Source: an optimization exercise on an open RTL-to-GDS flow (aim: small area). Production flows keep margins and buffers that such runs may drop. Function was checked by simulation only, so behaviour that the tests miss may differ from the original. No driver is modelled on the clock port, so clocking that relies on it looks cheaper here than on a real chip. Power is estimated from default activity; no workload was simulated.

--- flow/design.v ---
`timescale 1ns/1ps
module rtc_mmio #(
    parameter [31:0] BASE_ADDR      = 32'h8100_9000,
    parameter [31:0] CLK_FREQ       = 32'd100_000_000,       
    parameter [31:0] DEFAULT_YEAR   = 32'h2026_01_01,
    parameter [31:0] DEFAULT_TIME   = 32'h00__00__00,
    parameter [31:0] EXT_CLK_FREQ   = 32'd32768              
)(
    input  wire        clk,
    input  wire        ext_clk,                              
    input  wire        use_ext_clk,                          
    input  wire        resetn,
    input  wire        mem_valid,
    input  wire        mem_instr,
    output reg         mem_ready,
    input  wire [31:0] mem_addr,
    /*verilator lint_off UNUSEDSIGNAL*/
    input  wire [31:0] mem_wdata,
    /*verilator lint_on UNUSEDSIGNAL*/
    input  wire [3:0]  mem_wstrb,
    output reg  [31:0] mem_rdata,
    output reg         irq,
    input  wire        eoi
);
    localparam [3:0] I_CTRL       = 4'd0;
    localparam [3:0] I_DATE       = 4'd1;
    localparam [3:0] I_TIME       = 4'd2;
    localparam [3:0] I_ALARM_DATE = 4'd3;
    localparam [3:0] I_ALARM_TIME = 4'd4;
    localparam [3:0] I_CUR_DATE   = 4'd5;
    localparam [3:0] I_CUR_TIME   = 4'd6;
    localparam [3:0] I_INT_MASK   = 4'd7;
    localparam [3:0] I_EXT_FREQ   = 4'd8;
    localparam [3:0] I_IS_LEAPY   = 4'd9;
    localparam [3:0] I_MONTH_DAYS = 4'd10;
    reg [31:0] ctrl_reg;
    reg [31:0] date_reg;
    reg [31:0] time_reg;
    reg [31:0] alarm_date_reg;
    reg [31:0] alarm_time_reg;
    reg [31:0] int_mask_reg;
    reg [31:0] ext_freq_reg;
    reg [31:0] cur_date;         
    reg [31:0] cur_time;         
    reg [31:0] clk_divider;
    reg        tick_1hz;
    reg        ld;               
    reg        adv;              
    reg        alarm_match;
    reg        irq_flag;
    reg [3:0]  rd_sel;
    reg [2:0]  ext_sync;
    wire ctrl_enable   = ctrl_reg[0];
    wire ctrl_alarm_en = ctrl_reg[1];
    wire       req     = mem_valid & ~mem_instr;
    wire       wr      = req & (|mem_wstrb);
    wire       hit     = (mem_addr[31:6] == BASE_ADDR[31:6]) & (mem_addr[1:0] == 2'b00);
    wire [3:0] idx     = mem_addr[5:2];
    wire       wr_hit  = wr & hit;
    wire [31:0] wmask = { {8{mem_wstrb[3]}}, {8{mem_wstrb[2]}}, {8{mem_wstrb[1]}}, {8{mem_wstrb[0]}} };
    wire [31:0] wdata = mem_wdata & wmask;
    wire load_time = wr_hit & (idx == I_CTRL) & wdata[3];
    always @(posedge clk) begin
        mem_ready <= resetn & req;
        rd_sel    <= idx | {4{~hit}};
    end
    wire [31:0] wd_r0 = wdata & {32{resetn}};       
    wire [31:0] wd_r1 = wdata | {32{~resetn}};      
    function [31:0] wsel;
        input [31:0] rv;
        wsel = (wd_r0 & ~rv) | (wd_r1 & rv);
    endfunction
    wire        ef_dflt = ~resetn | ~|wdata;
    wire [31:0] wd_ef   = wd_r0 | ({32{ef_dflt}} & EXT_CLK_FREQ);
    always @(posedge clk) if (!resetn || (wr_hit && idx == I_CTRL))       ctrl_reg       <= wsel(32'h0);
    always @(posedge clk) if (!resetn || (wr_hit && idx == I_DATE))       date_reg       <= wsel(DEFAULT_YEAR);
    always @(posedge clk) if (!resetn || (wr_hit && idx == I_TIME))       time_reg       <= wsel(DEFAULT_TIME);
    always @(posedge clk) if (!resetn || (wr_hit && idx == I_ALARM_DATE)) alarm_date_reg <= wsel(DEFAULT_YEAR);
    always @(posedge clk) if (!resetn || (wr_hit && idx == I_ALARM_TIME)) alarm_time_reg <= wsel(DEFAULT_TIME);
    always @(posedge clk) if (!resetn || (wr_hit && idx == I_INT_MASK))   int_mask_reg   <= wsel(32'hF);
    always @(posedge clk) if (!resetn || (wr_hit && idx == I_EXT_FREQ))   ext_freq_reg   <= wd_ef;
    always @(posedge clk) begin
        if (!resetn) ext_sync <= 3'b0;
        else         ext_sync <= {ext_sync[1:0], ext_clk};
    end
    wire ext_rise = ext_sync[1] & ~ext_sync[2];
    wire rtc_en   = use_ext_clk ? ext_rise : 1'b1;
    wire [31:0] ntarget = ~(use_ext_clk ? ext_freq_reg : CLK_FREQ);
    reg  [31:0] div_sum;
    reg         reach;
    reg         cy;
    integer     k;
    always @(*) begin
        cy = rtc_en;
        for (k = 0; k < 32; k = k + 1) begin
            div_sum[k] = clk_divider[k] ^ cy;
            cy = cy & clk_divider[k];
        end
        reach = 1'b1;
        for (k = 0; k < 32; k = k + 1)
            reach = (div_sum[k] & ntarget[k]) | (div_sum[k] & reach) | (ntarget[k] & reach);
    end
    wire div_clr = ~ctrl_enable | (rtc_en & reach);
    always @(posedge clk) begin
        clk_divider <= div_clr ? 32'd0 : div_sum;
        tick_1hz    <= ctrl_enable & rtc_en & reach;
    end
    function [3:0] dinc;
        input [3:0] u;
        begin
            dinc[0] = ~u[0];
            dinc[1] = ~u[3] & (u[1] ^ u[0]);
            dinc[2] = u[2] ^ (u[1] & u[0]);
            dinc[3] = u[3] ? ~u[0] : (u[2] & u[1] & u[0]);
        end
    endfunction
    function [2:0] tinc6;
        input [2:0] t;
        begin
            tinc6[0] = ~t[0];
            tinc6[1] = ~t[2] & (t[1] ^ t[0]);
            tinc6[2] = (t[1] & t[0]) | (t[2] & ~t[0]);
        end
    endfunction
    wire [3:0] s_u = cur_time[3:0];
    wire [2:0] s_t = cur_time[6:4];
    wire [3:0] m_u = cur_time[11:8];
    wire [2:0] m_t = cur_time[14:12];
    wire [3:0] h_u = cur_time[19:16];
    wire [1:0] h_t = cur_time[21:20];
    wire s_u9  = s_u[3] & s_u[0];
    wire sec59 = s_u9 & s_t[2] & s_t[0];
    wire m_u9  = m_u[3] & m_u[0];
    wire min59 = m_u9 & m_t[2] & m_t[0];
    wire h_u9  = h_u[3] & h_u[0];
    wire hr23  = h_t[1] & h_u[1] & h_u[0];
    wire c_s   = sec59;                  
    wire c_m   = sec59 & min59;          
    wire c_h   = c_m & hr23;             
    wire [3:0] d_u = cur_date[3:0];
    wire [1:0] d_t = cur_date[5:4];
    wire [3:0] mo_u = cur_date[11:8];
    wire       mo_t = cur_date[12];
    wire [7:0] y_lo = cur_date[23:16];
    wire [7:0] y_hi = cur_date[31:24];
    wire lo_div4 = ~y_lo[0] & (y_lo[4] == y_lo[1]);
    wire hi_div4 = ~y_hi[0] & (y_hi[4] == y_hi[1]);
    wire is_leap_year = (|y_lo) ? lo_div4 : hi_div4;
    wire feb      = ~mo_t & mo_u[1] & ~mo_u[2] & ~mo_u[0];
    wire long_mo  = mo_u[0] ^ mo_u[3] ^ mo_t;
    wire [7:0] current_month_days = {2'b00, 1'b1, ~feb, feb, 2'b00, feb ? is_leap_year : long_mo};
    wire last_day = feb ? (d_t[1] & d_u[3] & (d_u[0] | ~is_leap_year))
                        : (d_t[1] & d_t[0] & (d_u[0] | ~long_mo));
    wire dec_mo   = mo_t & mo_u[1];
    wire d_u9     = d_u[3] & d_u[0];
    wire mo_u9    = mo_u[3] & mo_u[0];
    wire c_y  = last_day & dec_mo;
    wire c_y0 = c_y  & y_lo[3] & y_lo[0];
    wire c_y1 = c_y0 & y_lo[7] & y_lo[4];
    wire c_y2 = c_y1 & y_hi[3] & y_hi[0];
    wire e_d = adv & c_h;
    wire [31:0] t_en = {8'h00,
                        2'b00, {2{adv & c_m & (h_u9 | hr23)}},
                        {4{adv & c_m}},
                        1'b0, {3{adv & c_s & m_u9}},
                        {4{adv & c_s}},
                        1'b0, {3{adv & s_u9}},
                        {4{adv}}};
    wire [31:0] t_iv = {8'h00,
                        2'b00, hr23 ? 2'd0 : {h_t[0], ~h_t[0]},
                        hr23 ? 4'd0 : dinc(h_u),
                        1'b0, tinc6(m_t),
                        dinc(m_u),
                        1'b0, tinc6(s_t),
                        dinc(s_u)};
    wire [31:0] d_en = {{4{e_d & c_y2}},
                        {4{e_d & c_y1}},
                        {4{e_d & c_y0}},
                        {4{e_d & c_y}},
                        3'b000, e_d & last_day & (mo_u9 | dec_mo),
                        {4{e_d & last_day}},
                        2'b00, {2{e_d & (d_u9 | last_day)}},
                        {4{e_d}}};
    wire [31:0] d_iv = {dinc(y_hi[7:4]), dinc(y_hi[3:0]), dinc(y_lo[7:4]), dinc(y_lo[3:0]),
                        3'b000, ~dec_mo,
                        dec_mo ? 4'd1 : dinc(mo_u),
                        2'b00, last_day ? 2'd0 : d_t + 2'd1,
                        last_day ? 4'd1 : dinc(d_u)};
    wire [31:0] cur_time_d = ({32{ld}} & time_reg) | (t_en & t_iv) | (~(t_en | {32{ld}}) & cur_time);
    wire [31:0] cur_date_d = ({32{ld}} & date_reg) | (d_en & d_iv) | (~(d_en | {32{ld}}) & cur_date);
    localparam [31:0] TIME_BITS = 32'hFF3F_7F7F;
    localparam [31:0] DATE_BITS = 32'hFFFF_1F3F;
    always @(posedge clk) begin
        cur_date <= cur_date_d & DATE_BITS;
        cur_time <= cur_time_d & TIME_BITS;
    end
    wire tick_now = ctrl_enable & tick_1hz & ~load_time;
    always @(posedge clk) begin
        ld  <= ~resetn | load_time;
        adv <= resetn & tick_now;
        alarm_match <= tick_now & ctrl_alarm_en &
                       ((cur_date_d & DATE_BITS) == alarm_date_reg) & ((cur_time_d & TIME_BITS) == alarm_time_reg);
    end
    wire irq_set = (adv & ~int_mask_reg[0]) |
                   (adv & c_s & ~int_mask_reg[1]) |
                   (adv & c_m & ~int_mask_reg[2]) |
                   (alarm_match & ~int_mask_reg[3]);
    always @(posedge clk) begin
        if (!resetn || eoi) begin
            irq <= 0;
            irq_flag <= 0;
        end else begin
            irq_flag <= irq_flag | irq_set;
            irq <= irq_flag;
        end
    end
    wire [10:0] rs;
    genvar gi;
    generate
        for (gi = 0; gi < 11; gi = gi + 1) begin: RS
            assign rs[gi] = (rd_sel == gi);
        end
    endgenerate
    always @(*) begin
        mem_rdata = ({32{rs[I_CTRL]}}       & ctrl_reg)       |
                    ({32{rs[I_DATE]}}       & date_reg)       |
                    ({32{rs[I_TIME]}}       & time_reg)       |
                    ({32{rs[I_ALARM_DATE]}} & alarm_date_reg) |
                    ({32{rs[I_ALARM_TIME]}} & alarm_time_reg) |
                    ({32{rs[I_CUR_DATE]}}   & cur_date)       |
                    ({32{rs[I_CUR_TIME]}}   & cur_time)       |
                    ({32{rs[I_INT_MASK]}}   & int_mask_reg)   |
                    ({32{rs[I_EXT_FREQ]}}   & ext_freq_reg)   |
                    ({32{rs[I_IS_LEAPY]}}   & {31'b0, is_leap_year}) |
                    ({32{rs[I_MONTH_DAYS]}} & {24'b0, current_month_days});
    end
endmodule
--- flow/flow/run.sh ---
#!/bin/bash
# Own layout flow: the standard ORFS flow (standard.sh, unchanged synthesis
# script synth_recipe.tcl) with three differences:
#  - ABC maps the combinational logic with an area-oriented script
#    (flow/abc_area.script) instead of ORFS's speed script;
#  - port buffers use sky130_fd_sc_hd__buf_1;
#  - CTS uses small clock buffers and inserts no dummy loads.
# Each tool's full output stays in orfs/logs/ (ORFS) and flow_make.log here.
set -euo pipefail
HERE=$(pwd)
rm -rf "$HERE/scripts_mod"
cp -r "$FLOW_HOME/scripts" "$HERE/scripts_mod"
cp "$HERE/flow/abc_area.script" "$HERE/scripts_mod/abc_speed.script"
cp "$HERE/flow/abc_area.script" "$HERE/scripts_mod/abc_area.script"
export BUFFER_PORTS_ARGS="-buffer_cell sky130_fd_sc_hd__buf_1"
export CTS_ARGS="-sink_clustering_enable -repair_clock_nets -dont_use_dummy_load -sink_clustering_size 10 -sink_clustering_max_diameter 40 -buf_list {sky130_fd_sc_hd__clkbuf_4}"
bash standard.sh SCRIPTS_DIR="$HERE/scripts_mod" finish > "$HERE/flow_make.log" 2>&1
--- flow/flow/abc_area.script ---
strash
dc2
&get -n
&st
&syn2
&dch -f
&nf -R 1000
&st
&dch -f
&nf -R 1000
&put
topo
stime -c
--- flow/standard.sh ---
#!/bin/bash
# synth_recipe.tcl (not shown) runs the flow's synth.tcl, then flattens the netlist and writes it again
# the make line also repeats each setting of config.mk as NAME=value (left out here)
make -C /OpenROAD-flow-scripts/flow DESIGN_CONFIG=/design/flow/config.mk WORK_HOME=/design/flow/orfs CLKGATE_MAP_FILE= SYNTH_SCRIPT=/design/flow/synth_recipe.tcl "${@:-finish}"
--- flow/config.mk ---
export PLATFORM = sky130hd
export DESIGN_NAME = rtc_mmio
export DESIGN_NICKNAME = rtc_mmio
export VERILOG_FILES = /design/flow/design.v
export SDC_FILE = /design/flow/constraint.sdc
export NUM_CORES = 4
export LEC_CHECK = 0
export CAP_MARGIN = 0
export CORE_MARGIN = 2
export CORE_UTILIZATION = 60
export GPL_TIMING_DRIVEN = 0
export SLEW_MARGIN = 0
--- flow/constraint.sdc ---
create_clock -name core_clock -period 12.0 [get_ports {clk}]
set_input_delay 2.4000 -clock core_clock [delete_from_list [all_inputs] [get_ports {clk}]]
set_output_delay 2.4000 -clock core_clock [all_outputs]
set_load 0.01 [all_outputs]
==> metrics.md, run 1 <==
| Metric | Value |
|---|---|
| Mapped Cells | 1101 |
| Mean Syn Cell Area | 12.63 um^2 |
| Layout cells sized above 1 | 7.243% |
| Fin crit share | 91.22% |
| Total Nets Final | 1405 |
| Fmax | 0.09135 GHz |
| WL final | 41710 um |
| Synth Cell Area | 13900 um^2 |
| Pwr Total | 2032 uW |
| Clk_skew | 0.04488 ns |
| Yosys warns | 1 |
| Vias/cell | 6.960 |
| Fin Hold WS | 0.5225 ns |
| Worst r2r src | ext_sync[1] |
| Sw Ratio | 25.81% |
| Crit path from | use_ext_clk |
| GP Congestion | 0.8429 |
| Switching power total | 524.5 uW |
| Critical Path RT | 12.60 ns |
| Largest net degree at the start of global routing | 70 |
| First-pass GRT wire length | 62180 um |
| Gate power share | 8.6% |
| Number of gates resized after cts | 0 |
| TritonCTS clock tree | done |
| FF+latch count, synth | 325 |
| Relative slew slack | 4.003% |
| Overflow after GRT | 0 |
| Crit. End Element | flip-flop |
| CTS H-tree lvls | 2 |
| Synthesis-to-finish area growth | 12.01% |
| Setup Crit Path Kind | in -> reg |
| Leak | 0.005675 uW |
| Syn nets | 1220 |
| VDD IR max | 106.5 uV |
| Worst-skew pair later-pin latency | 0.65 ns |
| Final hold violations | 0 |
| Dominant synthesized flop cell | edfxtp_1 |
| Setup violations, final | 0 |
| Vias in the first global route | 10472 |
| PortBufs | 108 |
| Rows | 55 |
| Crit-path max FO | 27 |
| # DRC | 0 |
| Number of max-cap violations | 0 |
| Detailed placement HPWL | 29530 um |
| Routed wire per std cell | 26.55 um |
| Synth async-reset ratio | 0% |
| GRT Overall Usage | 34.61% |
| Final Cell Area | 15570 um^2 |
| RR Endpoint | clk_divider[25] |
| Die height | 156.2 um |
| Via count | 10934 |
| Die area | 24410 um^2 |
| # IOs | 109 |
| Hold Crit Class | reg -> reg |
| Post-synthesis sequential area ratio | 62.92% |
| Reg2Reg Depth | 38 |
| Clk buf depth | 3 |
| Worst EP arrival | 11.55 ns |
| Initial antenna violation count | 3 |
| Setup Buffers After CTS | 0 |
| Die Wd | 156.2 um |
| Hold_buf cts | 0 |
| Reg clk slew, reported paths | 0.10 ns |
| Post-DP Area | 15250 um^2 |
| Clk pwr share | 24.8% |
| Most frequent cells in the layout | edfxtp_1, buf_1, dfxtp_1 |
| Initial core utilization | 61.23% |
| CTS Root Cell | clkbuf_4 |
| Internal power | 1508 uW |
| Core area | 22710 um^2 |
| Final Non-Filler Cells | 1571 |
| Fin Setup TNS | 0 ns |
| CTS Buf Count | 42 |
| Iteration-0 DRC Markers | 1524 |
| Least-Margin Pin Slew | 1.440 ns |
| Setup crit end | clk_divider[25] |
| Flop2flop setup slack | 3.79 ns |
| Minimum clock period after layout | 10.95 ns |
| Pre-Repair DR Iteration Count | 8 |
| Slowest CP cell | buf_1 |
| Commonest non-fill, non-tap cell in the layout | edfxtp_1 |
| Flop pwr share | 66.6% |
| Clk sinks | 325 |
| CP max stage delay | 1.01 ns |
| Cell area power density | 130.5 nW/um^2 |
| Outcome | timing/DRC/antenna clean |
| Yosys cell types | 51 |
| EDFF count, synth | 224 |
| RSZ-0062 raised after global routing | false |
| Placed cells | 1527 |
| Most frequent CP cell | ha_1 |
| Detail Route Antenna Nets | 0 |
| Max-slew violation count | 0 |
| CP Launch Type | input pin |
==> critical path, delay by kind of cell <==
family,cells,cell delay [ns]
AO/OA/AOI/OAI,3,1.37
buffers and inverters,2,1.33
AND/OR/NAND/NOR,2,0.27
adder cells (fa/ha/maj),31,6.11
==> worst min path at each step <==
stage / from / endpoint / slack [ns] / cells after the start
finish: time_reg[28] / cur_time[28] / 0.52 / 2
global route: cur_time[29] / cur_time[29] / 0.55 / 1
CTS: date_reg[0] / cur_date[0] / 0.53 / 2
detailed placement: cur_time[29] / cur_time[29] / 0.50 / 1
global placement: cur_time[29] / cur_time[29] / 0.48 / 1
floorplan: ext_sync[0] / ext_sync[1] / 0.41 / 1
==> final cells by class <==
cell class | instances | area (um^2)
tap | 285 | 356.6
fill | 1715 | 7134
timing repair buffer | 141 | 878.3
multi-input combinational | 716 | 5042
sequential | 325 | 8752
antenna | 2 | 5.005
inverter | 60 | 225.2
clock buffer | 42 | 315.3
==> power by group through the flow <==
stage | clock [uW] | combinational (uW) | sequential, uW
3_5_place_dp | 0 | 172 | 1380
4_1_cts | 507 | 173 | 1350
2_1_floorplan | 0 | 103 | 1350
6_report | 504 | 175 | 1350
3_3_place_gp | 0 | 159 | 1380
5_1_grt | 549 | 192 | 1360
==> synth_stat cells (5+ instances only) <==
library cell,n,area [um^2]
a31oi_1,5,31.28
or3_1,5,31.28
a221oi_1,23,201.4
ha_1,44,550.5
a221o_1,9,90.09
o22ai_1,17,106.4
xor2_1,16,140.1
nand4_1,8,50.05
o221ai_1,6,52.55
nand2_1,100,375.4
nand2b_1,6,37.54
nand4b_1,5,43.79
edfxtp_1,224,6726
nor3b_1,5,37.54
a22oi_1,22,165.2
and3_1,70,437.9
nor3_1,16,80.08
dfxtp_1,101,2022
a32oi_1,5,43.79
nor2_1,37,138.9
mux2_1,5,56.30
nand3_1,48,240.2
nor4_1,16,100.1
o2111ai_1,5,43.79
nor2b_1,16,100.1
xnor2_1,16,140.1
a22o_1,9,78.83
a21oi_1,38,190.2
o21ai_0,40,200.2
and2_0,5,31.28
clkinv_1,60,225.2
nor4b_1,6,52.55
a222oi_1,78,780.8
==> cells by family (layout without fill, tap and decap cells) <==
family | after synthesis | count (layout) | synth area share (%)
XOR/XNOR | 32 | 32 | 2.016
flip-flops | 325 | 325 | 62.92
buffers and inverters | 60 | 243 | 1.620
AND/OR/NAND/NOR | 352 | 352 | 13.17
AO/OA/AOI/OAI | 280 | 280 | 15.69
adder cells (fa/ha/maj) | 44 | 44 | 3.959
other | 0 | 2 | 0
multiplexers | 8 | 8 | 0.6209
==> stage by stage <==
step | setup slack (ns) | utilization [%]
2_1_floorplan | 2.540 | -
3_3_place_gp | -0.6472 | 64.58
3_5_place_dp | 0.3414 | 67.17
4_1_cts | 1.046 | 68.56
5_1_grt | 0.6904 | 68.58
6_report | 1.053 | 68.58
==> metal layers <==
metal | vias up | wire [um] | GRT usage, %
li1 | 4884 | - | -
met1 | 5298 | 16080 | 47.96
met2 | 668 | 19400 | 55.06
met3 | 84 | 5052 | 7.422
met4 | 0 | 1180 | 11.45
met5 | - | 0 | 0
==> run 2: changes to the inputs <==
--- a/flow/config.mk
+++ b/flow/config.mk
@@ -9,4 +9,4 @@
 export CORE_MARGIN = 2
 export CORE_UTILIZATION = 60
-export GPL_TIMING_DRIVEN = 0
+export PLACE_DENSITY = 0.8
 export SLEW_MARGIN = 0
==> run 2 against run 1 <==
Clock-buffer cell count grew 2. Synthesized cell count is the same. First-iteration DRC count grew 40%. Register-to-register slack gained 0.52 ns. Sequential power is essentially flat. Die area is the same. Final cell count shrank 0.76%. Setup slack gained 1.5 ns. Total power grew 0.26%. Clock skew grew 0.025 ns. Non-clock buffer count shrank 13. Clock power grew 2%. Critical path type unchanged.
==> metrics.md, run 2 <==
| Metric | Value |
|---|---|
| Worst EP arrival | 10.01 ns |
| Final hold violations | 0 |
| RR Endpoint | clk_divider[31] |
| Detailed placement HPWL | 27120 um |
| WL final | 41410 um |
| Reg2Reg Depth | 38 |
| PortBufs | 108 |
| FF+latch count, synth | 325 |
| Pre-Repair DR Iteration Count | 9 |
| RSZ-0062 raised after global routing | false |
| Worst r2r src | ext_sync[1] |
| CTS H-tree lvls | 2 |
| Commonest non-fill, non-tap cell in the layout | edfxtp_1 |
| Dominant synthesized flop cell | edfxtp_1 |
| Setup Buffers After CTS | 0 |
| Met2 Routed Length | 18930 um |
| Layout cells sized above 1 | 6.206% |
| Synthesis-to-finish area growth | 9.647% |
| Yosys cell types | 51 |
| Iteration-0 DRC Markers | 2129 |
| Worst-skew pair later-pin latency | 0.68 ns |
| Fin Hold WS | 0.5296 ns |
| VDD IR max | 81.41 uV |
| Top cells by count, synth | edfxtp_1, dfxtp_1, nand2_1 |
| Setup Crit Path Kind | in -> reg |
| EDFF count, synth | 224 |
| Fin Setup TNS | 0 ns |
| Via count | 11137 |
| Hold Crit Class | reg -> reg |
| Max-slew violation count | 0 |
| Outcome | timing/DRC/antenna clean |
| CP max stage delay | 0.46 ns |
| Minimum clock period after layout | 9.437 ns |
| Number of max-cap violations | 0 |
| Fill count | 1682 |
| # IOs | 109 |
| Hold Path End | cur_time[26] |
| Hold_buf cts | 0 |
| Rows | 55 |
| Crit. End Element | flip-flop |
| CTS Root Cell | clkbuf_4 |
| Multi-input gate area | 5025 um^2 |
| Initial antenna violation count | 1 |
| Wl on met1 | 14990 um |
| Reg clk slew, reported paths | 0.09 ns |
| Clk buf depth | 3 |
| Most frequent cells in the layout | edfxtp_1, buf_1, nand2_1, dfxtp_1, a222oi_1 |
| Synth async-reset ratio | 0% |
| Most frequent cell after synthesis | edfxtp_1 |
| Die Wd | 156.2 um |
| Vias/cell | 7.144 |
| Synth Cell Area | 13900 um^2 |
| Post-synthesis sequential area ratio | 62.92% |
| Mapped Cells | 1101 |
| Routed wire per std cell | 26.56 um |
| Core area | 22710 um^2 |
| Die height | 156.2 um |
| Largest net degree at the start of global routing | 60 |
| CTS Buf Count | 44 |
| Cell area power density | 133.6 nW/um^2 |
| Clk_skew | 0.07000 ns |
| Vias in the first global route | 10770 |
| GP Congestion | 0.9161 |
| Critical Path RT | 12.57 ns |
| Crit-path max FO | 27 |
| Total Nets Final | 1394 |
| Slowest CP cell | o211ai_1 |
| Most frequent CP cell | ha_1 |
| Clk sinks | 325 |
| TritonCTS clock tree | done |
| Final worst slack | 2.563 ns |
| Worst hold start | cur_time[26] |
| Number of gates resized after cts | 0 |
| Least-Margin Pin Slew | 1.049 ns |
| Fin crit share | 78.64% |
| Overflow after GRT | 0 |
| Mean Syn Cell Area | 12.63 um^2 |
| DP Worst Slack | 1.839 ns |
| Fmax | 0.1060 GHz |
| Die area | 24410 um^2 |
| First-pass GRT wire length | 61450 um |
| # DRC | 0 |
| Setup violations, final | 0 |
| Proportion of netlist area held by the largest area contributor | 48.38% |
| Yosys warns | 1 |
| Met3 wire length | 6146 um |
| DR top layer | met4 |
| Reg area | 8750 um^2 |
| GRT Overall Usage | 33.83% |
| Detail Route Antenna Nets | 0 |
| Relative slew slack | 29.91% |
| Leak | 0.005544 uW |
| Initial core utilization | 61.23% |
| Area leader, netlist | edfxtp_1 |
| Top cells by area, synth | edfxtp_1, dfxtp_1, a222oi_1, ha_1, and3_1 |
| CP Launch Type | input pin |
| Hold Path Depth | 2 |
| Flop2flop setup slack | 4.31 ns |
| Syn nets | 1220 |
==> run 2: cell counts after synthesis <==
No cell type changed its count.
==> run 2: per-layer routing <==
metal / GRT usage, % / up-vias
met5: 0 / -
met4: 12.15 / 0
met3: 8.031 / 115
met2: 53.79 / 895
met1: 45.93 / 5282
li1: - / 4845
==> run 2: worst max path at each step <==
stage / startpoint / endpoint / slack (ns) / cells after the start
floorplan: use_ext_clk / clk_divider[31] / 2.54 / 36
global placement: use_ext_clk / clk_divider[31] / 1.94 / 39
detailed placement: use_ext_clk / clk_divider[31] / 1.84 / 39
CTS: use_ext_clk / clk_divider[31] / 2.48 / 39
global route: use_ext_clk / clk_divider[31] / 2.04 / 39
finish: use_ext_clk / clk_divider[31] / 2.56 / 39
==> run 2: per-stage QoR <==
step / total power, uW / util, % / cells / cell area (um^2)
floorplan: 1453 / - / 1101 / 13900
global placement: 1533 / 65.67 / 1514 / 14910
finish: 2038 / 67.14 / 1559 / 15250
CTS: 2030 / 67.12 / 1558 / 15240
detailed placement: 1542 / 65.67 / 1514 / 14910
global route: 2097 / 67.14 / 1559 / 15250
==> run 2: final cells by class <==
| class | count | share of cell area [%] |
|---|---|---|
| Sequential cell | 325 | 57.39 |
| Multi-Input combinational cell | 716 | 32.96 |
| Timing Repair Buffer | 128 | 3.652 |
| Tap cell | 285 | 2.339 |
| Clock buffer | 44 | 2.167 |
| Inverter | 60 | 1.477 |
| Antenna cell | 1 | 0.01641 |
==> run 2: logic make-up (layout without fill, tap and decap cells) <==
| kind of cell | Yosys count | after routing | share of synthesized area, % |
|---|---|---|---|
| AOI/OAI and AO/OA | 280 | 280 | 15.69 |
| xor gates and xnor gates | 32 | 32 | 2.016 |
| adders and majority gates | 44 | 44 | 3.959 |
| buffers and inverters | 60 | 232 | 1.620 |
| DFF | 325 | 325 | 62.92 |
| muxes | 8 | 8 | 0.6209 |
| other | 0 | 1 | 0 |
| and+or+nand+nor | 352 | 352 | 13.17 |
==> run 2: power breakdown <==
group | switching (uW) | internal [uW] | total, uW | leakage (uW)
clock | 343 | 169 | 512 | 0.000202
combinational | 112 | 59.9 | 172 | 0.00236
sequential | 71.8 | 1280 | 1350 | 0.00298
total | 527 | 1510 | 2040 | 0.00554
==> run 2: critical path, delay by kind of cell <==
kind	cells	cell delay [ns]
fa+ha+maj	31	5.75
compound gates	3	0.94
buf+inv	3	0.64
simple gates	2	0.29
==> run 3: changes to the inputs <==
--- a/flow/config.mk
+++ b/flow/config.mk
@@ -9,4 +9,3 @@
 export CORE_MARGIN = 2
 export CORE_UTILIZATION = 60
-export PLACE_DENSITY = 0.8
 export SLEW_MARGIN = 0
==> run 3 against run 2 <==
Still clean on timing, DRC and antenna. Sequential share of layout area about the same. Global-route usage increased by 1.5 points. Critical path depth is 1 lower. Fmax decreased by 4.0%. Non-clock buffer count grew 1. Clock skew shrank 0.0093 ns. Clock power down 3%. Flip-flop and latch count is the same. Critical path type unchanged. Largest cell class unchanged. Largest power group unchanged. Highest routed layer is now met5.
==> metrics.md, run 3 <==
| Metric | Value |
|---|---|
| Initial antenna violation count | 3 |
| CP Launch Type | input pin |
| Slowest CP cell | o211ai_1 |
| Leak | 0.005535 uW |
| Top cells by area, synth | edfxtp_1, dfxtp_1, a222oi_1, ha_1, and3_1 |
| Synthesis-to-finish area growth | 9.575% |
| Most frequent cell after synthesis | edfxtp_1 |
| Yosys cell types | 51 |
| # DRC | 0 |
| Synth async-reset ratio | 0% |
| DP Worst Slack | 1.693 ns |
| Clk_skew | 0.06069 ns |
| Setup violations, final | 0 |
| Clk buf depth | 3 |
| Number of max-cap violations | 0 |
| PortBufs | 108 |
| Fill count | 1770 |
| VDD IR max | 89.29 uV |
| Hold Crit Class | reg -> reg |
| Most frequent cells in the layout | edfxtp_1, buf_1, dfxtp_1 |
| Hold_buf cts | 0 |
| Total Nets Final | 1392 |
| EDFF count, synth | 224 |
| WL final | 42760 um |
| Final Cell Area | 15240 um^2 |
| Outcome | timing/DRC/antenna clean |
| Setup Buffers After CTS | 0 |
| Worst-skew pair later-pin latency | 0.68 ns |
| Iteration-0 DRC Markers | 1728 |
| Vias in the first global route | 10561 |
| Fin Setup TNS | 0 ns |
| CTS H-tree lvls | 2 |
| Crit-path max FO | 19 |
| Dominant synthesized flop cell | edfxtp_1 |
| Detailed placement HPWL | 27880 um |
| Max-slew violation count | 0 |
| Reg clk slew, reported paths | 0.11 ns |
| Most frequent CP cell | ha_1 |
| Die height | 156.2 um |
| Clk sinks | 325 |
| GP Congestion | 0.9136 |
| Critical Path RT | 12.56 ns |
| Fmax | 0.1018 GHz |
| Rows | 55 |
| Mapped Cells | 1101 |
| Final hold violations | 0 |
| Minimum clock period after layout | 9.827 ns |
| TritonCTS clock tree | done |
| Least-Margin Pin Slew | 1.138 ns |
| Fin crit share | 81.89% |
| Setup Crit Path Kind | in -> reg |
| Fin Hold WS | 0.5017 ns |
| CTS Root Cell | clkbuf_4 |
| Die area | 24410 um^2 |
| Post-DP Area | 14930 um^2 |
| Core area | 22710 um^2 |
| RSZ-0062 raised after global routing | false |
| Reg area | 8750 um^2 |
| Detail Route Antenna Nets | 0 |
| Overflow after GRT | 0 |
| Die Wd | 156.2 um |
| CP max stage delay | 0.84 ns |
| Layout cells sized above 1 | 6.216% |
| # IOs | 109 |
| Relative slew slack | 23.98% |
| Post-synthesis sequential area ratio | 62.92% |
| Worst EP arrival | 10.39 ns |
| Commonest non-fill, non-tap cell in the layout | edfxtp_1 |
| Final worst slack | 2.173 ns |
| Initial core utilization | 61.23% |
| First-pass GRT wire length | 63190 um |
| Mean Syn Cell Area | 12.63 um^2 |
| Number of gates resized after cts | 0 |
| Area leader, netlist | edfxtp_1 |
| Synth Cell Area | 13900 um^2 |
| Routed wire per std cell | 27.46 um |
| Crit. End Element | flip-flop |
| Syn nets | 1220 |
| Via count | 10934 |
| Cell area power density | 132.9 nW/um^2 |
| Vias/cell | 7.022 |
| Proportion of netlist area held by the largest area contributor | 48.38% |
| GRT Overall Usage | 35.33% |
| Yosys warns | 1 |
| Largest net degree at the start of global routing | 59 |
| CTS Buf Count | 41 |
| Multi-input gate area | 5030 um^2 |
| Top cells by count, synth | edfxtp_1, dfxtp_1, nand2_1 |
| Pre-Repair DR Iteration Count | 7 |
| FF+latch count, synth | 325 |
run 3: cell counts after synthesis:
No cell type changed its count.
run 3: cell families (layout without fill, tap and decap cells):
kind of cell	count (synthesis)	in the layout	synth area share, %
AND/OR/NAND/NOR	352	352	13.17
flip-flops	325	325	62.92
AO/OA/AOI/OAI	280	280	15.69
buffers and inverters	60	230	1.620
adder cells (fa/ha/maj)	44	44	3.959
XOR/XNOR	32	32	2.016
multiplexers	8	8	0.6209
other	0	1	0
run 3: worst max-delay path, delay by kind of cell:
family	cells	cell delay (ns)
AOI/OAI and AO/OA	3	1.32
and+or+nand+nor	2	0.26
adders and majority gates	31	5.85
buffers and inverters	2	0.54
run 3: area by class of cell:
cell class	instances	area share, %
inverters	60	1.478
flip-flops and latches	325	57.43
multi-input cells	716	33.01
repair buffers	129	3.704
diodes	1	0.01642
clock buffers	41	2.020
well taps	285	2.340
run 3: routing by layer:
layer	wire (um)	part of all wire, %	global-route usage [%]
met1	16380	38	48.98
met2	19180	45	55.14
met3	5622	13	8.086
met4	1561	3.7	12.98
met5	18	0.042	0
run 3: through the flow:
stage / util [%] / power [uW] / std cells
6_report: 67.09 / 2026 / 1557
5_1_grt: 67.09 / 2090 / 1557
4_1_cts: 67.08 / 2022 / 1556
3_5_place_dp: 65.72 / 1546 / 1515
3_3_place_gp: 65.72 / 1541 / 1515
2_1_floorplan: - / 1453 / 1101
run 3: report_power, final:
part	switching, uW	total [uW]	internal [uW]
clock	341	499	158
combinational	116	176	59.9
sequential	68.4	1350	1280
run 3: final timing paths:
path / endpoint / depth (start not counted) / startpoint / slack, ns
worst min register to register: cur_time[14] / 2 / time_reg[14] / 0.50
worst max-delay path: clk_divider[16] / 38 / use_ext_clk / 2.17
worst min-delay path: cur_time[14] / 2 / time_reg[14] / 0.50
worst max register to register: clk_divider[16] / 38 / ext_sync[1] / 3.78
==> run 4: changes to the inputs <==
--- a/flow/flow/run.sh
+++ b/flow/flow/run.sh
@@ -1,5 +1,5 @@
 #!/bin/bash
 # Own layout flow: the standard ORFS flow (standard.sh, unchanged synthesis
-# script synth_recipe.tcl) with three differences:
+# script synth_recipe.tcl) with these differences:
 #  - ABC maps the combinational logic with an area-oriented script
 #    (flow/abc_area.script) instead of ORFS's speed script;
--- a/flow/config.mk
+++ b/flow/config.mk
@@ -6,6 +6,6 @@
 export NUM_CORES = 4
 export LEC_CHECK = 0
-export CAP_MARGIN = 0
+export CAP_MARGIN = 20
 export CORE_MARGIN = 2
 export CORE_UTILIZATION = 60
-export SLEW_MARGIN = 0
+export SLEW_MARGIN = 20
==> run 4 against run 3 <==
First-iteration DRC count unchanged. Critical endpoint unchanged. Final cell count stayed put. Largest cell class unchanged. Synthesized cell count stayed put. Non-clock buffer count did not move. Highest routed layer unchanged. Via count stayed put. Fmax unchanged. Critical path depth stayed put.
==> metrics.md, run 4 <==
| Metric | Value |
|---|---|
| Outcome | timing/DRC/antenna clean |
| Synthesis-to-finish area growth | 9.575% |
| # IOs | 109 |
| Worst EP arrival | 10.39 ns |
| CP max stage delay | 0.84 ns |
| Area leader, netlist | edfxtp_1 |
| Yosys warns | 1 |
| Vias in the first global route | 10561 |
| Crit-path max FO | 19 |
| Hold Crit Class | reg -> reg |
| # DRC | 0 |
| Overflow after GRT | 0 |
| GRT Overall Usage | 35.33% |
| Clk sinks | 325 |
| Final hold violations | 0 |
| Fin Setup TNS | 0 ns |
| Dominant synthesized flop cell | edfxtp_1 |
| Hold_buf cts | 0 |
| Worst r2r src | ext_sync[1] |
| Crit. End Element | flip-flop |
| VDD IR max | 89.29 uV |
| Proportion of netlist area held by the largest area contributor | 48.38% |
| Critical Path RT | 12.56 ns |
| Initial core utilization | 61.23% |
| CTS H-tree lvls | 2 |
| Most frequent CP cell | ha_1 |
| Vias/cell | 7.022 |
| Detail Route Antenna Nets | 0 |
| Routed wire per std cell | 27.46 um |
| Number of max-cap violations | 0 |
| Reg clk slew, reported paths | 0.11 ns |
| Detailed placement HPWL | 27880 um |
| Pre-Repair DR Iteration Count | 7 |
| Layout cells sized above 1 | 6.216% |
| Top cells by count, synth | edfxtp_1, dfxtp_1, nand2_1 |
| Iteration-0 DRC Markers | 1728 |
| Setup Crit Path Kind | in -> reg |
| Worst-skew pair later-pin latency | 0.68 ns |
| Number of gates resized after cts | 0 |
| Synth async-reset ratio | 0% |
| CTS Buf Count | 41 |
| Relative slew slack | 23.98% |
| GP Congestion | 0.9136 |
| Most frequent cell after synthesis | edfxtp_1 |
| CTS Root Cell | clkbuf_4 |
| Mapped Cells | 1101 |
| Fmax | 0.1018 GHz |
| Post-synthesis sequential area ratio | 62.92% |
| Via count | 10934 |
| Die Wd | 156.2 um |
| Most frequent cells in the layout | edfxtp_1, buf_1, dfxtp_1 |
| CP Launch Type | input pin |
| RSZ-0062 raised after global routing | false |
| Least-Margin Pin Slew | 1.138 ns |
| Setup Buffers After CTS | 0 |
| Setup violations, final | 0 |
| Post-DP Area | 14930 um^2 |
| WL final | 42760 um |
| Commonest non-fill, non-tap cell in the layout | edfxtp_1 |
| Final Cell Area | 15240 um^2 |
| Die area | 24410 um^2 |
| Worst hold start | time_reg[14] |
| TritonCTS clock tree | done |
| Leak | 0.005535 uW |
| FF+latch count, synth | 325 |
| Rows | 55 |
| Crit path from | use_ext_clk |
| Fin crit share | 81.89% |
| Total Nets Final | 1392 |
| EDFF count, synth | 224 |
| Die height | 156.2 um |
| Mean Syn Cell Area | 12.63 um^2 |
| PortBufs | 108 |
| Clk_skew | 0.06069 ns |
| Cell area power density | 132.9 nW/um^2 |
| Clk buf depth | 3 |
| Top cells by area, synth | edfxtp_1, dfxtp_1, a222oi_1, ha_1, and3_1 |
| Largest net degree at the start of global routing | 59 |
| Initial antenna violation count | 3 |
| Max-slew violation count | 0 |
| Slowest CP cell | o211ai_1 |
| Synth Cell Area | 13900 um^2 |
| Yosys cell types | 51 |
| First-pass GRT wire length | 63190 um |
| Minimum clock period after layout | 9.827 ns |
| Core area | 22710 um^2 |
| Syn nets | 1220 |
==> run 4: critical path: cells and delay by family <==
kind,cells,cell delay (ns)
AOI/OAI and AO/OA,3,1.32
and+or+nand+nor,2,0.26
adders and majority gates,31,5.85
buffers and inverters,2,0.54
==> run 4: worst paths after layout <==
check,to,depth (start not counted),slack (ns)
max reg2reg,clk_divider[16],38,3.78
min,cur_time[14],2,0.50
max,clk_divider[16],38,2.17
min reg2reg,cur_time[14],2,0.50
==> run 4: layout make-up <==
cell class	count	area, um^2
diodes	1	2.502
flip-flops and latches	325	8750
multi-input cells	716	5030
repair buffers	129	564.3
fillers	1770	7473
inverters	60	225.2
clock buffers	41	307.8
well taps	285	356.6
==> run 4: stage by stage <==
| step | hold WS, ns | worst slack (ns) | instances | power (uW) | utilization [%] |
|---|---|---|---|---|---|
| after CTS | 0.5133 | 2.315 | 1556 | 2022 | 67.08 |
| after global routing | 0.5365 | 1.844 | 1557 | 2090 | 67.09 |
| after global placement | 0.4686 | 1.858 | 1515 | 1541 | 65.72 |
| after detailed placement | 0.4834 | 1.693 | 1515 | 1546 | 65.72 |
| final | 0.5017 | 2.173 | 1557 | 2026 | 67.09 |
| after floorplan | 0.4126 | 2.540 | 1101 | 1453 | - |
==> run 4: routing by layer <==
metal | share of wire [%] | GRT usage, % | wire length, um
met4 | 3.7 | 12.98 | 1561
met1 | 38 | 48.98 | 16380
met2 | 45 | 55.14 | 19180
met3 | 13 | 8.086 | 5622
met5 | 0.042 | 0 | 18
==> run 4: cell families after synthesis <==
group	after synthesis	synth area share, %
xor+xnor	32	2.016
fa+ha+maj	44	3.959
compound gates	280	15.69
mux	8	0.6209
buf+inv	60	1.620
simple gates	352	13.17
flops	325	62.92
==> run 4: power breakdown <==
part	switching, uW	total (uW)	internal, uW
clock	341	499	158
sequential	68.4	1350	1280
combinational	116	176	59.9
==> run 5: changes to the inputs <==
--- a/flow/flow/run.sh
+++ b/flow/flow/run.sh
@@ -5,5 +5,7 @@
 #    (flow/abc_area.script) instead of ORFS's speed script;
 #  - port buffers use sky130_fd_sc_hd__buf_1;
-#  - CTS uses small clock buffers and inserts no dummy loads.
+#  - CTS uses small clock buffers and inserts no dummy loads;
+#  - buffers larger than buf_2 are not used (the platform's DONT_USE_CELLS
+#    list is appended to this one).
 # Each tool's full output stays in orfs/logs/ (ORFS) and flow_make.log here.
 set -euo pipefail
@@ -15,3 +17,4 @@
 export BUFFER_PORTS_ARGS="-buffer_cell sky130_fd_sc_hd__buf_1"
 export CTS_ARGS="-sink_clustering_enable -repair_clock_nets -dont_use_dummy_load -sink_clustering_size 10 -sink_clustering_max_diameter 40 -buf_list {sky130_fd_sc_hd__clkbuf_4}"
+export DONT_USE_CELLS="sky130_fd_sc_hd__buf_4 sky130_fd_sc_hd__buf_6 sky130_fd_sc_hd__buf_8 sky130_fd_sc_hd__buf_12 sky130_fd_sc_hd__buf_16"
 bash standard.sh SCRIPTS_DIR="$HERE/scripts_mod" finish > "$HERE/flow_make.log" 2>&1
==> run 5 against run 4 <==
Sequential power about the same. Largest power group unchanged. Hold slack unchanged. Non-clock buffer count unchanged. Largest cell class unchanged. Combinational power about the same. Synthesized area unchanged. Design area unchanged. Wire length unchanged. Setup slack unchanged. Still clean.
==> metrics.md, run 5 <==
| Metric | Value |
|---|---|
| Multi-input gate area | 5030 um^2 |
| Post-DP Area | 14930 um^2 |
| Die height | 156.2 um |
| Slowest CP cell | o211ai_1 |
| Largest delay share family, worst path | adder cells |
| Initial antenna violation count | 3 |
| Worst EP arrival | 10.39 ns |
| Finished Core Util | 67.09% |
| Placed cells | 1515 |
| CP Launch Type | input pin |
| Switching power total | 526.2 uW |
| Overflow after GRT | 0 |
| FF+latch count, synth | 325 |
| Clk_skew | 0.06069 ns |
| Post-synthesis sequential area ratio | 62.92% |
| Die Wd | 156.2 um |
| Dominant synthesized flop cell | edfxtp_1 |
| Crit. End Element | flip-flop |
| Fmax | 0.1018 GHz |
| Crit-path max FO | 19 |
| Final Cell Area | 15240 um^2 |
| Gate power share | 8.7% |
| Final Non-Filler Cells | 1557 |
| CTS Buf Count | 41 |
| VDD IR max | 89.29 uV |
| WL final | 42760 um |
| Pre-Repair DR Iteration Count | 7 |
| Layout cells sized above 1 | 6.216% |
| Yosys warns | 1 |
| Initial core utilization | 61.23% |
| Clk sinks | 325 |
| CP max stage delay | 0.84 ns |
| Top cells by count, synth | edfxtp_1, dfxtp_1, nand2_1 |
| Number of gates resized after cts | 0 |
| Leak | 0.005535 uW |
| Fill count | 1770 |
| Fin Setup TNS | 0 ns |
| Top cells by area, synth | edfxtp_1, dfxtp_1, a222oi_1, ha_1, and3_1 |
| Final hold violations | 0 |
| Most frequent cells in the layout | edfxtp_1, buf_1, dfxtp_1 |
| Relative slew slack | 23.98% |
| Mapped Cells | 1101 |
| Hold_buf cts | 0 |
| Detail Route Antenna Nets | 0 |
| Yosys cell types | 51 |
| Setup Crit Path Kind | in -> reg |
| CTS Root Cell | clkbuf_4 |
| Reg area | 8750 um^2 |
| Most frequent cell after synthesis | edfxtp_1 |
| # DRC | 0 |
| Iteration-0 DRC Markers | 1728 |
| Least-Margin Pin Slew | 1.138 ns |
| Critical Path RT | 12.56 ns |
| Sw Ratio | 25.98% |
| Core area | 22710 um^2 |
| Proportion of netlist area held by the largest area contributor | 48.38% |
| Worst-skew pair later-pin latency | 0.68 ns |
| Minimum clock period after layout | 9.827 ns |
| Setup violations, final | 0 |
| Hold Crit Class | reg -> reg |
| Flop2flop setup slack | 3.78 ns |
| RSZ-0062 raised after global routing | false |
| Clk pwr share | 24.6% |
| Vias in the first global route | 10561 |
| First-pass GRT wire length | 63190 um |
| Detailed placement HPWL | 27880 um |
| Fin Hold WS | 0.5017 ns |
| Via count | 10934 |
| CTS H-tree lvls | 2 |
| Most frequent CP cell | ha_1 |
| Internal power | 1499 uW |
| PortBufs | 108 |
| EDFF count, synth | 224 |
| Commonest non-fill, non-tap cell in the layout | edfxtp_1 |
| Synth Cell Area | 13900 um^2 |
| Mean Syn Cell Area | 12.63 um^2 |
| GRT Overall Usage | 35.33% |
| Total Nets Final | 1392 |
| # IOs | 109 |
| Synth async-reset ratio | 0% |
| Routed wire per std cell | 27.46 um |
| Clk buf depth | 3 |
| Setup Buffers After CTS | 0 |
| Vias/cell | 7.022 |
| Area leader, netlist | edfxtp_1 |
| Flop pwr share | 66.7% |
| Outcome | timing/DRC/antenna clean |
| Cell area power density | 132.9 nW/um^2 |
| Number of max-cap violations | 0 |
| Syn nets | 1220 |
| Largest net degree at the start of global routing | 59 |
| Die area | 24410 um^2 |
| GP Congestion | 0.9136 |
| Reg clk slew, reported paths | 0.11 ns |
| Rows | 55 |
| Max-slew violation count | 0 |
| Buf/Inv on CP | 2 |
| Fin crit share | 81.89% |
| TritonCTS clock tree | done |
| Synthesis-to-finish area growth | 9.575% |
## run 5: cell counts after synthesis
No cell type changed its count.
## run 5: layout make-up
type | instances | share of cell area [%]
flip-flops and latches | 325 | 57.43
multi-input cells | 716 | 33.01
repair buffers | 129 | 3.704
well taps | 285 | 2.340
clock buffers | 41 | 2.020
inverters | 60 | 1.478
diodes | 1 | 0.01642
## run 5: worst paths after layout
| check | from | endpoint | depth (start not counted) |
|---|---|---|---|
| max reg2reg | ext_sync[1] | clk_divider[16] | 38 |
| max | use_ext_clk | clk_divider[16] | 38 |
| min | time_reg[14] | cur_time[14] | 2 |
| min reg2reg | time_reg[14] | cur_time[14] | 2 |
## run 5: power groups by stage
stage | registers, uW | clock network, uW | logic, uW
after detailed placement | 1370 | 0 | 173
after floorplan | 1350 | 0 | 103
after global placement | 1370 | 0 | 171
after CTS | 1350 | 501 | 174
after global routing | 1360 | 540 | 192
final | 1350 | 499 | 176
## run 5: logic make-up (layout without fill, tap and decap cells)
group	Yosys count	count (layout)	share of synthesized area [%]
simple gates	352	352	13.17
flops	325	325	62.92
compound gates	280	280	15.69
buf+inv	60	230	1.620
fa+ha+maj	44	44	3.959
xor+xnor	32	32	2.016
mux	8	8	0.6209
other cells	0	1	0
## run 5: worst reg2reg max path, delay by kind of cell, from the launching register on
kind	cells	cell delay, ns
compound gates	3	1.26
fa+ha+maj	31	5.85
flops	1	0.33
buf+inv	2	0.41
simple gates	2	0.26
## run 5: per-stage QoR
stage,setup WS [ns],total power [uW]
6_report,2.173,2026
5_1_grt,1.844,2090
4_1_cts,2.315,2022
3_5_place_dp,1.693,1546
3_3_place_gp,1.858,1541
2_1_floorplan,2.540,1453
## run 5: routing by layer
layer	part of all wire, %	vias up	track usage (%)	wire (um)
met4	3.7	4	12.98	1561
met5	0.042	-	0	18
li1	-	4842	-	-
met1	38	5185	48.98	16380
met2	45	784	55.14	19180
met3	13	119	8.086	5622
==> run 6: changes to the inputs <==
==> flow/flow/run.sh (replaced) <==
#!/bin/bash
# Own layout flow: the standard ORFS flow (standard.sh, unchanged synthesis
# script synth_recipe.tcl) with three differences:
#  - ABC maps the combinational logic with an area-oriented script
#    (flow/abc_area.script) instead of ORFS's speed script;
#  - port buffers use sky130_fd_sc_hd__buf_1;
#  - CTS uses small clock buffers and inserts no dummy loads;
#  - after CTS, cells with spare setup slack are downsized (flow/post_cts.tcl).
# Each tool's full output stays in orfs/logs/ (ORFS) and flow_make.log here.
set -euo pipefail
HERE=$(pwd)
rm -rf "$HERE/scripts_mod"
cp -r "$FLOW_HOME/scripts" "$HERE/scripts_mod"
cp "$HERE/flow/abc_area.script" "$HERE/scripts_mod/abc_speed.script"
cp "$HERE/flow/abc_area.script" "$HERE/scripts_mod/abc_area.script"
export BUFFER_PORTS_ARGS="-buffer_cell sky130_fd_sc_hd__buf_1"
export CTS_ARGS="-sink_clustering_enable -repair_clock_nets -dont_use_dummy_load -sink_clustering_size 10 -sink_clustering_max_diameter 40 -buf_list {sky130_fd_sc_hd__clkbuf_4}"
export POST_CTS_TCL="$HERE/flow/post_cts.tcl"
bash standard.sh SCRIPTS_DIR="$HERE/scripts_mod" finish > "$HERE/flow_make.log" 2>&1
==> flow/flow/post_cts.tcl (new file) <==
# After CTS and its timing repair: downsize cells that have setup slack to
# spare (this also lowers their area), then legalize the placement again.
estimate_parasitics -placement
repair_timing -recover_power 100
detailed_placement
check_placement -verbose
estimate_parasitics -placement
--- a/flow/config.mk
+++ b/flow/config.mk
@@ -6,6 +6,6 @@
 export NUM_CORES = 4
 export LEC_CHECK = 0
-export CAP_MARGIN = 20
+export CAP_MARGIN = 0
 export CORE_MARGIN = 2
 export CORE_UTILIZATION = 60
-export SLEW_MARGIN = 20
+export SLEW_MARGIN = 0
==> run 6 against run 5 <==
Global-route usage rose by 0.10 points. Setup slack got worse by 0.24 ns. Clock-buffer cell count did not move. Via count rose by 1.0%. Register-to-register slack got worse by 0.23 ns. Clock skew rose by 0.0038 ns. Wire length rose by 0.28%. Critical path type unchanged. Synthesized cell count did not move. Die area did not move. Now fails the layout checks on capacitance limit, slew limit. Design area rose by 0.60%. Largest cell class unchanged. Critical path depth did not move. Fmax fell by 2.4%.
==> metrics.md, run 6 <==
| Metric | Value |
|---|---|
| Outcome | complete, but fails checks |
| SO Faults | capacitance limit, slew limit |
| Core area | 22710 um^2 |
| Top cells by count, synth | edfxtp_1, dfxtp_1, nand2_1 |
| Syn nets | 1220 |
| Cell area power density | 132.5 nW/um^2 |
| TritonCTS clock tree | done |
| FF+latch count, synth | 325 |
| Least-Margin Pin Slew | 1.508 ns |
| Fin Setup TNS | 0 ns |
| Pwr Total | 2030 uW |
| Post-synthesis sequential area ratio | 62.92% |
| Worst hold start | time_reg[14] |
| Fmax | 0.09932 GHz |
| Most frequent cell after synthesis | edfxtp_1 |
| Reg clk slew, reported paths | 0.11 ns |
| Worst r2r src | ext_sync[1] |
| Mean Syn Cell Area | 12.63 um^2 |
| Clk pwr share | 24.6% |
| Die Wd | 156.2 um |
| Max-slew violation count | 21 |
| Most frequent cells in the layout | edfxtp_1, buf_1, dfxtp_1 |
| Hold Crit Class | reg -> reg |
| Top cells by area, synth | edfxtp_1, dfxtp_1, a222oi_1, ha_1, and3_1 |
| Synth async-reset ratio | 0% |
| GP Congestion | 0.9136 |
| Dominant synthesized flop cell | edfxtp_1 |
| Internal power | 1502 uW |
| Leak | 0.005585 uW |
| Setup Crit Path Kind | in -> reg |
| Synth Cell Area | 13900 um^2 |
| CP Launch Type | input pin |
| Reg2Reg Depth | 38 |
| Sw Ratio | 26.00% |
| Yosys cell types | 51 |
| Synthesis-to-finish area growth | 10.23% |
| Minimum clock period after layout | 10.07 ns |
| Clk_skew | 0.06446 ns |
| Mapped Cells | 1101 |
| Overflow after GRT | 0 |
| Initial core utilization | 61.23% |
| Detailed placement HPWL | 27880 um |
| Critical Path RT | 12.56 ns |
| Via count | 11046 |
| Final hold violations | 0 |
| VDD IR max | 112.5 uV |
| RSZ-0062 raised after global routing | false |
| Fill count | 1762 |
| Commonest non-fill, non-tap cell in the layout | edfxtp_1 |
| Fin crit share | 83.91% |
| Largest net degree at the start of global routing | 59 |
| # DRC | 0 |
| Area leader, netlist | edfxtp_1 |
| Rows | 55 |
| Slowest CP cell | o211ai_1 |
| # IOs | 109 |
| Placed cells | 1515 |
| Vias in the first global route | 10553 |
| Hold Path Depth | 2 |
| Clk sinks | 325 |
| Worst EP arrival | 10.62 ns |
| WL final | 42880 um |
| Gate power share | 8.9% |
| CP max stage delay | 0.78 ns |
| Initial antenna violation count | 2 |
| EDFF count, synth | 224 |
| Pre-Repair DR Iteration Count | 7 |
| Hold Path End | cur_time[14] |
| Setup violations, final | 0 |
| Flop pwr share | 66.5% |
| Most frequent CP cell | ha_1 |
| Detail Route Antenna Nets | 0 |
| Worst-skew pair later-pin latency | 0.67 ns |
| Crit. End Element | flip-flop |
| Flop2flop setup slack | 3.55 ns |
| GRT Overall Usage | 35.44% |
| Number of max-cap violations | 1 |
| Final Non-Filler Cells | 1564 |
| Switching power total | 527.8 uW |
| Die height | 156.2 um |
| Proportion of netlist area held by the largest area contributor | 48.38% |
| First-pass GRT wire length | 63360 um |
| Vias/cell | 7.063 |
| RR Endpoint | clk_divider[16] |
| Fin Hold WS | 0.4987 ns |
| Crit-path max FO | 19 |
| Finished Core Util | 67.49% |
| Iteration-0 DRC Markers | 1687 |
| Yosys warns | 1 |
| Relative slew slack | -0.5175% |
| Total Nets Final | 1399 |
| Die area | 24410 um^2 |
| Routed wire per std cell | 27.42 um |
| Layout cells sized above 1 | 6.338% |
| PortBufs | 108 |
run 6: cell counts after synthesis:
No cell type changed its count.
run 6: logic make-up after synthesis:
kind of cell / share of synthesized area [%]
multiplexers: 0.6209
adder cells (fa/ha/maj): 3.959
flip-flops: 62.92
buffers and inverters: 1.620
XOR/XNOR: 2.016
AND/OR/NAND/NOR: 13.17
AO/OA/AOI/OAI: 15.69
run 6: worst max-delay path, delay by kind of cell:
family                   cells  cell delay [ns]
AO/OA/AOI/OAI                3             1.26
adder cells (fa/ha/maj)     31             5.84
buffers and inverters        2             0.79
AND/OR/NAND/NOR              2             0.33
run 6: worst max-delay path by stage:
stage / from / endpoint / slack (ns) / cells past startpoint
final: use_ext_clk / clk_divider[16] / 1.93 / 38
after global routing: use_ext_clk / clk_divider[16] / 1.52 / 38
after detailed placement: use_ext_clk / clk_divider[29] / 1.69 / 38
after global placement: use_ext_clk / clk_divider[25] / 1.86 / 38
after floorplan: use_ext_clk / clk_divider[31] / 2.54 / 36
run 6: power groups by stage:
stage	clock (uW)	sequential, uW	combinational, uW
finish	499	1350	181
detailed placement	0	1370	173
floorplan	0	1350	103
global route	540	1360	196
global placement	0	1370	171
run 6: stage by stage:
step	setup slack [ns]	area (um^2)
floorplan	2.540	13900
global placement	1.858	14930
detailed placement	1.693	14930
global route	1.523	15330
finish	1.931	15330
run 6: layout make-up:
| cell class | instances | area [um^2] | area share [%] |
|---|---|---|---|
| repair buffers | 136 | 661.9 | 4.318 |
| multi-input cells | 716 | 5025 | 32.78 |
| well taps | 285 | 356.6 | 2.327 |
| flip-flops and latches | 325 | 8748 | 57.08 |
| inverters | 60 | 225.2 | 1.469 |
| diodes | 1 | 2.502 | 0.01633 |
| clock buffers | 41 | 307.8 | 2.008 |
run 6: layer usage:
| layer | up-vias | global-route usage, % | part of all wire [%] |
|---|---|---|---|
| met3 | 102 | 7.809 | 13 |
| met1 | 5300 | 49.57 | 39 |
| li1 | 4861 | - | - |
| met5 | - | 0 | 0.023 |
| met2 | 781 | 54.95 | 45 |
| met4 | 2 | 13.19 | 3.4 |

==> afterwards: timing with drivers on the ports <==
Ports are ideal in the flow. The routed layouts listed here were re-timed in OpenROAD.
Step 1 (the two cells are an assumption about what drives the block):
set clk [get_ports {clk}]
set_driving_cell -lib_cell sky130_fd_sc_hd__clkbuf_16 $clk
set_driving_cell -lib_cell sky130_fd_sc_hd__buf_2 [delete_from_list [all_inputs] $clk]
Step 2, shift: input delay + t, output delay - t, t = (earliest + latest rising clock arrival at the registers) / 2. This alone moves slack from input paths to output paths.
Slacks: ideal / step 1 / step 2; pairs: ideal / step 1.
run	t, ns	slack for setup (ns)	worst hold slack (ns)
run 1	0.684	1.053 / 1.046 / 0.362	0.522 / 0.522 / 0.522
run 2	0.689	2.563 / 2.570 / 1.881	0.530 / 0.530 / 0.530
run 3	0.689	2.173 / 2.196 / 1.508	0.502 / 0.502 / 0.502
run 4	0.689	2.173 / 2.196 / 1.508	0.502 / 0.502 / 0.502
run 5	0.689	2.173 / 2.196 / 1.508	0.502 / 0.502 / 0.502
run 6	0.687	1.931 / 1.955 / 1.268	0.499 / 0.499 / 0.499
For run 1, which loses most, drivers alone change the setup slack by -0.007 ns; drivers and shift together by -0.691 ns.
